Source: an optimization exercise on an open RTL-to-GDS flow (aim: small area). Production flows keep margins and buffers that such runs may drop. Function was checked by simulation only, so behaviour that the tests miss may differ from the original. No activity file was given, so power comes from the tool's default toggle rates.

File: design/flow/config.mk
export PLATFORM = sky130hd
export DESIGN_NAME = lcd_renderer
export DESIGN_NICKNAME = lcd_renderer
export VERILOG_FILES = /design/flow/design.v
export SDC_FILE = /design/flow/constraint.sdc
export NUM_CORES = 4
export LEC_CHECK = 0
export CAP_MARGIN = 20
export CORE_MARGIN = 2
export CORE_UTILIZATION = 70
export SLEW_MARGIN = 20
export BUFFER_PORTS_ARGS = -buffer_cell sky130_fd_sc_hd__buf_1
export CTS_ARGS = -sink_clustering_enable -repair_clock_nets -dont_use_dummy_load -buf_list sky130_fd_sc_hd__clkbuf_4 -sink_clustering_size 10 -sink_clustering_max_diameter 30
File: design/flow/constraint.sdc
create_clock -name core_clock -period 10.0 [get_ports {clk}]
set_input_delay 2.0000 -clock core_clock [delete_from_list [all_inputs] [get_ports {clk}]]
set_output_delay 2.0000 -clock core_clock [all_outputs]
set_load 0.01 [all_outputs]
File: design/flow/design.v
module RAM (
  input clk,
  input we_s,           
  input we_f,           
  input [9:0] din,      
  input [3:0] col,      
  output reg [7:0] dout
);
  reg [127:0] r0, r1, r2, r3, r4;
  wire [127:0] n0, n1, n2, n3, n4;
  function [127:0] step;
    input [127:0] r;
    input [6:0] es_a, es_b, ef_a, ef_b;
    input a, b, ws, wf;
    begin
      step = {r[126:0], r[127]};
      if (ws) begin step[es_a] = a; step[es_b] = b; end
      if (wf) begin step[ef_a] = a; step[ef_b] = b; end
    end
  endfunction
  assign n0 = step(r0, 7'd57, 7'd125, 7'd90, 7'd30,  din[0], din[5], we_s, we_f);
  assign n1 = step(r1, 7'd45, 7'd113, 7'd78, 7'd18,  din[1], din[6], we_s, we_f);
  assign n2 = step(r2, 7'd33, 7'd101, 7'd66, 7'd6,   din[2], din[7], we_s, we_f);
  assign n3 = step(r3, 7'd21, 7'd89,  7'd54, 7'd122, din[3], din[8], we_s, we_f);
  assign n4 = step(r4, 7'd9,  7'd77,  7'd42, 7'd110, din[4], din[9], we_s, we_f);
  always @(posedge clk) begin
    r0 <= n0; r1 <= n1; r2 <= n2; r3 <= n3; r4 <= n4;
  end
  integer i;
  always @* begin
    for (i = 0; i < 8; i = i + 1)
      case (col)
        4'd1, 4'd6:  dout[i] = r0[7-i];
        4'd2, 4'd7:  dout[i] = r1[7-i];
        4'd3, 4'd8:  dout[i] = r2[7-i];
        4'd4, 4'd9:  dout[i] = r3[7-i];
        default:     dout[i] = r4[7-i];
      endcase
  end
endmodule
module RAM_ctrl (
  input [99:0] game_table,
  input clk,
  input rst_n,
  input en,
  input y_last,           
  input x_last,           
  input init,             
  output reg data_valid,
  output we_s,
  output we_f,
  output reg [9:0] din
);
  reg [3:0] b;
  reg [2:0] m;            
  localparam [2:0] M0 = 3'b000, M2 = 3'b011, M3 = 3'b111, M5 = 3'b100;
  always @* begin
    case (b)
      4'd1: din = game_table[9:0];
      4'd2: din = game_table[19:10];
      4'd3: din = game_table[29:20];
      4'd4: din = game_table[39:30];
      4'd5: din = game_table[49:40];
      4'd6: din = game_table[59:50];
      4'd7: din = game_table[69:60];
      4'd8: din = game_table[79:70];
      4'd9: din = game_table[89:80];
      default: din = game_table[99:90];
    endcase
  end
  wire wr = (b != 4'd0) && (b < 4'd11);
  assign we_s = wr && !init;
  assign we_f = wr && init;
  wire ready = (b == 4'd12) && m[2] && !m[1];    
  wire served = ready && en;
  always @(posedge clk or negedge rst_n) begin
    if (!rst_n) begin
      b <= 4'd0;
      m <= M3;
      data_valid <= 1'b0;
    end else begin
      data_valid <= served;
      if (served && y_last) begin
        if (x_last) begin b <= 4'd0; m <= M3; end
        else begin b <= 4'd11; m <= M2; end
      end else if (!ready) begin
        m <= {m[1:0], ~m[2]};
        if (m[2] && !m[1]) b <= b + 1'b1;
      end
    end
  end
endmodule
module LCD_control (
  input wire clk,
  input wire rst_n,
  input wire [7:0] tap,      
  input wire data_valid,     
  output wire [3:0] col,     
  output wire y_last,
  output wire x_last,
  output wire init,
  output reg LCD_di,
  output wire LCD_rw,
  output reg LCD_en,
  output wire LCD_rst,
  output wire [1:0] LCD_cs,
  output reg [7:0] LCD_data,
  output reg en_tran
);
  localparam [3:0] SETDSL = 4'd0, E_X = 4'd1, E_Y = 4'd2, E_D = 4'd3,
                   SETX = 4'd4, SETY = 4'd5, IDLE = 4'd6, D_D = 4'd7, D_X = 4'd8;
  assign LCD_rst = rst_n;
  assign LCD_cs = 2'b10;
  assign LCD_rw = 1'b0;
  reg [3:0] state;
  reg [2:0] x_cnt;
  reg [3:0] yb;
  reg [2:0] ym;
  assign y_last = (yb == 4'd11) && ym[0] && !ym[1];        
  assign x_last = (x_cnt == 3'd7);
  assign init = (state == SETDSL) || (state == E_X) || (state == E_Y) || (state == E_D);
  assign col = yb;
  wire border = (yb == 4'd0) || (yb == 4'd11);
  wire first_byte = !ym[2] && !ym[0];                       
  wire [7:0] rowmask = (x_cnt == 3'd0) ? 8'b0000_0011 : (x_cnt == 3'd7) ? 8'b1100_0000 : 8'b0;
  always @(posedge clk or negedge rst_n) begin
    if (!rst_n) begin
      LCD_di <= 1'b0;
      LCD_data <= 8'h00;
      LCD_en <= 1'b1;
      state <= SETDSL;
      en_tran <= 1'b0;
      x_cnt <= 3'd0;
      yb <= 4'd0;
      ym <= 3'b110;
    end else begin
      LCD_en <= ~LCD_en;
      en_tran <= 1'b0;
      if (!LCD_en) begin
        case (state)
          SETDSL: begin LCD_di <= 1'b0; LCD_data <= 8'hc0; state <= E_X; end
          E_X:    begin LCD_di <= 1'b0; LCD_data <= {5'b10111, x_cnt}; state <= E_Y; end
          E_Y:    begin LCD_di <= 1'b0; LCD_data <= 8'h40; state <= E_D; end
          E_D: begin
            LCD_di <= 1'b1; LCD_data <= 8'h00;
            if (y_last) begin
              x_cnt <= x_cnt + 1'b1;
              state <= x_last ? SETX : E_X;
            end
          end
          SETX:   begin LCD_di <= 1'b0; LCD_data <= 8'hb8; state <= SETY; end
          SETY:   begin LCD_di <= 1'b0; LCD_data <= 8'h40; state <= IDLE; end
          IDLE:   begin LCD_di <= 1'b0; LCD_data <= 8'h3f; state <= D_D; end
          D_D: begin
            en_tran <= 1'b1;
            if (data_valid) begin
              LCD_di <= 1'b1;
              if (border) LCD_data <= 8'hff;
              else if (first_byte) LCD_data <= tap | rowmask;
              if (y_last) begin
                x_cnt <= x_cnt + 1'b1;
                state <= D_X;
              end
            end
          end
          default: begin    
            LCD_di <= 1'b0; LCD_data <= {5'b10111, x_cnt};
            state <= (x_cnt == 3'd0) ? IDLE : D_D;
          end
        endcase
        if ((state == E_D) || (state == D_D && data_valid)) begin
          if (y_last) begin
            yb <= 4'd0; ym <= 3'b110;
          end else begin
            ym <= {ym[1:0], ~ym[2]};
            if (ym[2] && !ym[1]) yb <= yb + 1'b1;
          end
        end
      end
    end
  end
endmodule
module lcd_renderer (
  input clk,
  input rst_n,
  input [99:0] game_table,
  output LCD_rst,
  output [1:0] LCD_cs,
  output LCD_rw,
  output LCD_di,
  output [7:0] LCD_data,
  output LCD_en
);
  wire en, out_valid, we_s, we_f, y_last, x_last, init;
  wire [9:0] din;
  wire [3:0] col;
  wire [7:0] tap;
  RAM_ctrl ram_c (
    .game_table(game_table), .clk(clk), .rst_n(rst_n), .en(en),
    .y_last(y_last), .x_last(x_last), .init(init), .data_valid(out_valid),
    .we_s(we_s), .we_f(we_f), .din(din)
  );
  RAM R1 (.clk(clk), .we_s(we_s), .we_f(we_f), .din(din), .col(col), .dout(tap));
  LCD_control LCD_ctrl (
    .clk(clk), .rst_n(rst_n), .tap(tap), .data_valid(out_valid),
    .col(col), .y_last(y_last), .x_last(x_last), .init(init),
    .LCD_di(LCD_di), .LCD_rw(LCD_rw), .LCD_en(LCD_en), .LCD_rst(LCD_rst),
    .LCD_cs(LCD_cs), .LCD_data(LCD_data), .en_tran(en)
  );
endmodule
File: design/flow/flow/run.sh
#!/bin/bash
set -euo pipefail
cat >> config.mk <<'C'
export BUFFER_PORTS_ARGS = -buffer_cell sky130_fd_sc_hd__buf_1
export CTS_ARGS = -sink_clustering_enable -repair_clock_nets -dont_use_dummy_load -buf_list sky130_fd_sc_hd__clkbuf_4 -sink_clustering_size 10 -sink_clustering_max_diameter 30
C
bash standard.sh finish > make.log 2>&1
File: design/flow/standard.sh
#!/bin/bash
# synth_recipe.tcl (not shown) runs the flow's synth.tcl, then flattens the netlist and writes it again
# the make line also repeats each setting of config.mk as NAME=value (left out here)
make -C /OpenROAD-flow-scripts/flow DESIGN_CONFIG=/design/flow/config.mk WORK_HOME=/design/flow/orfs CLKGATE_MAP_FILE= SYNTH_SCRIPT=/design/flow/synth_recipe.tcl "${@:-finish}"
==> notes.md <==
-- cell usage in the layout, fill, tap and decap left out, drive strengths merged, types with 6 or more instances in the layout --
cell and n:
a211oi 7, a21oi 28, a221oi 17, a222oi 14
a22oi 20, buf 117, clkbuf 87, dfrtp 27
dfstp 6, dfxtp 640, ha 11, inv 12
mux2 10, mux2i 10, nand2 53, nand2b 9
nand3 10, nor2 28, nor2b 9, o21ai 40
o22ai 10
-- worst paths after layout --
check	cells past startpoint	slack, ns	end
min	0	0.27	R1.r4[47]
max	2	5.12	LCD_rst
min in group asynchronous	1	1.42	ram_c.b[1]
min reg2reg	0	0.27	R1.r4[47]
max in group asynchronous	1	7.97	LCD_ctrl.state[0]
max reg2reg	7	7.23	R1.r1[18]
-- power by group --
part | total (W) | switching, W | internal (W)
clock | 0.00113 | 0.000732 | 0.000397
sequential | 0.00280 | 0.0000243 | 0.00277
combinational | 0.0000313 | 0.0000169 | 0.0000144
-- metal layers --
layer | track usage | up-vias | part of all wire
met1 | 0.304 | 3693 | 0.47
met3 | 0.0649 | 62 | 0.072
li1 | - | 3822 | -
met4 | 0.0882 | 0 | 0.026
met2 | 0.303 | 271 | 0.43
met5 | 0 | - | 0
-- cells by family after synthesis --
group,after synthesis,share of synthesized area
xor gates and xnor gates,2,0.00156
other,2,0.000468
buffers and inverters,46,0.0150
muxes,20,0.0135
AOI/OAI and AO/OA,161,0.0722
adders and majority gates,11,0.00859
and+or+nand+nor,125,0.0375
DFF,673,0.851
-- layout make-up --
cell class	count	area, um^2	area share
antenna	1	2.50	0.000145
tap	285	357	0.0206
timing repair buffer	118	467	0.0270
inverter	12	45.0	0.00260
multi-input combinational	322	2150	0.124
clock buffer	86	646	0.0373
sequential	673	13600	0.788
-- through the flow --
stage / instance area (um^2) / setup WS, ns / utilization / power, W / instances
floorplan: 16000 / 5.88 / - / 0.00286 / 1041
global placement: 16700 / 5.09 / 0.738 / 0.00289 / 1410
detailed placement: 16700 / 5.07 / 0.738 / 0.00289 / 1410
CTS: 17300 / 5.07 / 0.767 / 0.00401 / 1496
global route: 17300 / 4.97 / 0.767 / 0.00413 / 1497
finish: 17300 / 5.12 / 0.767 / 0.00396 / 1497
-- flip-flops by register name (all words and copies together), names as in the netlist, 4 cells and up --
name and count:
R1.r4 128, R1.r1 128, LCD_ctrl.LCD_data 8, R1.r0 128, R1.r2 128, ram_c.b 4
R1.r3 128, LCD_ctrl.yb 4, LCD_ctrl.state 4
-- cells in the mapped netlist, types with 5 or more instances --
master and number:
dfxtp_1 640, nand2_1 52, o21ai_0 37, a21oi_1 27, dfrtp_1 27, nor2_1 27, a22oi_1 20, a221oi_1 17
a222oi_1 14, buf_2 14, inv_1 12, ha_1 11, mux2_2 10, nand3_1 10, mux2i_1 9, nand2b_1 9
o22ai_1 9, clkbuf_1 8, nor2b_1 7, a211oi_1 6, dfstp_2 6, buf_4 5
==> results.sh <==
export IMPL_outcome="timing/DRC/antenna clean"
export IMPL_grt_pass1_wl_um=39200
export IMPL_syn_area_per_cell_um2=15.4
export IMPL_fp_dieW_um=155
export IMPL_fillCellCount=1398
export IMPL_r2r_start="ram_c.b[0]"
export IMPL_power_leakage_nw=7.12
export IMPL_worst_path_max_delay_cell="clkbuf_2"
export IMPL_netlist_area_leader_share=0.799
export IMPL_coreArea_um2=22600
export IMPL_powerDensity_nw_per_um2=229
export IMPL_routed_wl_um=25100
export IMPL_clock_latency_ns=0.71
export IMPL_row_count=55
export IMPL_ys_seq_area_frac=0.851
export IMPL_vias_per_cell=5.24
export IMPL_post_drt_wl_per_cell_um=16.7
export IMPL_arrival_ns=2.88
export IMPL_finalHoldViolCount=0
export IMPL_hp_class="reg -> reg"
export IMPL_hp_start="R1.r4[46]"
export IMPL_path_cells="clkbuf_2 -> buf_1"
export IMPL_cts_root_buffer="clkbuf_4"
export IMPL_cts_buffers=86
export IMPL_yosysTopAreaCell="dfxtp_1"
export IMPL_fin_crit_sh=0.488
export IMPL_first_pass_iters=6
export IMPL_clk_pin_slew_worst_paths_ns=0.09
export IMPL_clock_fmax_mhz=205
export IMPL_dieHeight_um=155
export IMPL_ys_top_cells_by_area="dfxtp_1 (80%), dfrtp_1 (4.2%), nand2_1 (1.2%), o21ai_0 (1.2%), dfstp_2 (0.98%)"
export IMPL_dieArea_um2=24100
export IMPL_crit_buf_inv=2
export IMPL_skew_ns=0.0718
export IMPL_fin_nets=1326
export IMPL_cts_htree_levels=3
export IMPL_synthCells=1040
export IMPL_synthFlopType="dfxtp_1"
export IMPL_ir_drop_uv=154
export IMPL_yosysUniqueCellTypes=63
export IMPL_port_buffers=112
export IMPL_path_class="in -> out"
export IMPL_post_cts_buffers=0
export IMPL_gp_congestion=0.829
export IMPL_timing_hold_ws_ns=0.274
export IMPL_ios=116
export IMPL_syn_to_final_growth_pct=8.01
export IMPL_synth_edf_count=0
export IMPL_maxCapViolations=0
export IMPL_slew_violations=0
export IMPL_setup_viol=0
export IMPL_layout_drive_gt1_share=0.102
export IMPL_cp_startpoint="rst_n"
export IMPL_worstSetupEndpointType="output port"
export IMPL_vias=7848
export IMPL_finalCriticalPeriod_ns=4.88
export IMPL_fin_tns_setup_ns=0
export IMPL_grt_start_max_net_pins=35
export IMPL_drt_iter0_markers=635
export IMPL_slowest_delay_ns=0.66
export IMPL_critPathLaunchType="input port"
export IMPL_cts_tree="yes"
export IMPL_start_util=0.710
export IMPL_synth_area_um2=16000
export IMPL_cts_max_path_buffers=3
export IMPL_hpwl_um=15700
export IMPL_critPathMaxFanout=34
export IMPL_ctsHoldBuffers=0
export IMPL_async_reset_ff_frac=0.0490
export IMPL_max_slew_margin=0.381
export IMPL_ant_nets=0
export IMPL_antenna_found_initial=1
export IMPL_path_delay_family="buffers and inverters"
export IMPL_max_slew_worst_pin_slew_ns=0.928
export IMPL_post_route_drc_count=0
export IMPL_grt_pass1_vias=7618
export IMPL_yosysWarnings=3
export IMPL_cp_data_required_time_ns=8.00
export IMPL_cts_resized=0
export IMPL_grt_overflow=0
export IMPL_ys_ff_latch=673
export IMPL_rsz0062_at_grt="false"
export IMPL_numClockSinks=673
export IMPL_track_usage=0.212

[port drivers added, routing unchanged]
Ports are ideal in the flow. The routed layout listed here was re-timed in OpenROAD. Step 1, drivers: a clkbuf_16 drives clk and a buf_2 each remaining input, both assumed. Step 2, shift: input delay + t, output delay - t, t = (earliest + latest rising clock arrival at the registers) / 2. This alone moves slack from input paths to output paths. a / b / c = ideal ports / drivers / drivers and shift; a / b = the first two.
shift t [ns]: 0.712
slack for setup (ns): 5.117 / 5.096 / 5.096
worst data-port slew with drivers (ns): 0.06
After both steps setup and hold are still met in this run. For this run, drivers alone change the setup slack by -0.021 ns; drivers and shift together by -0.021 ns.
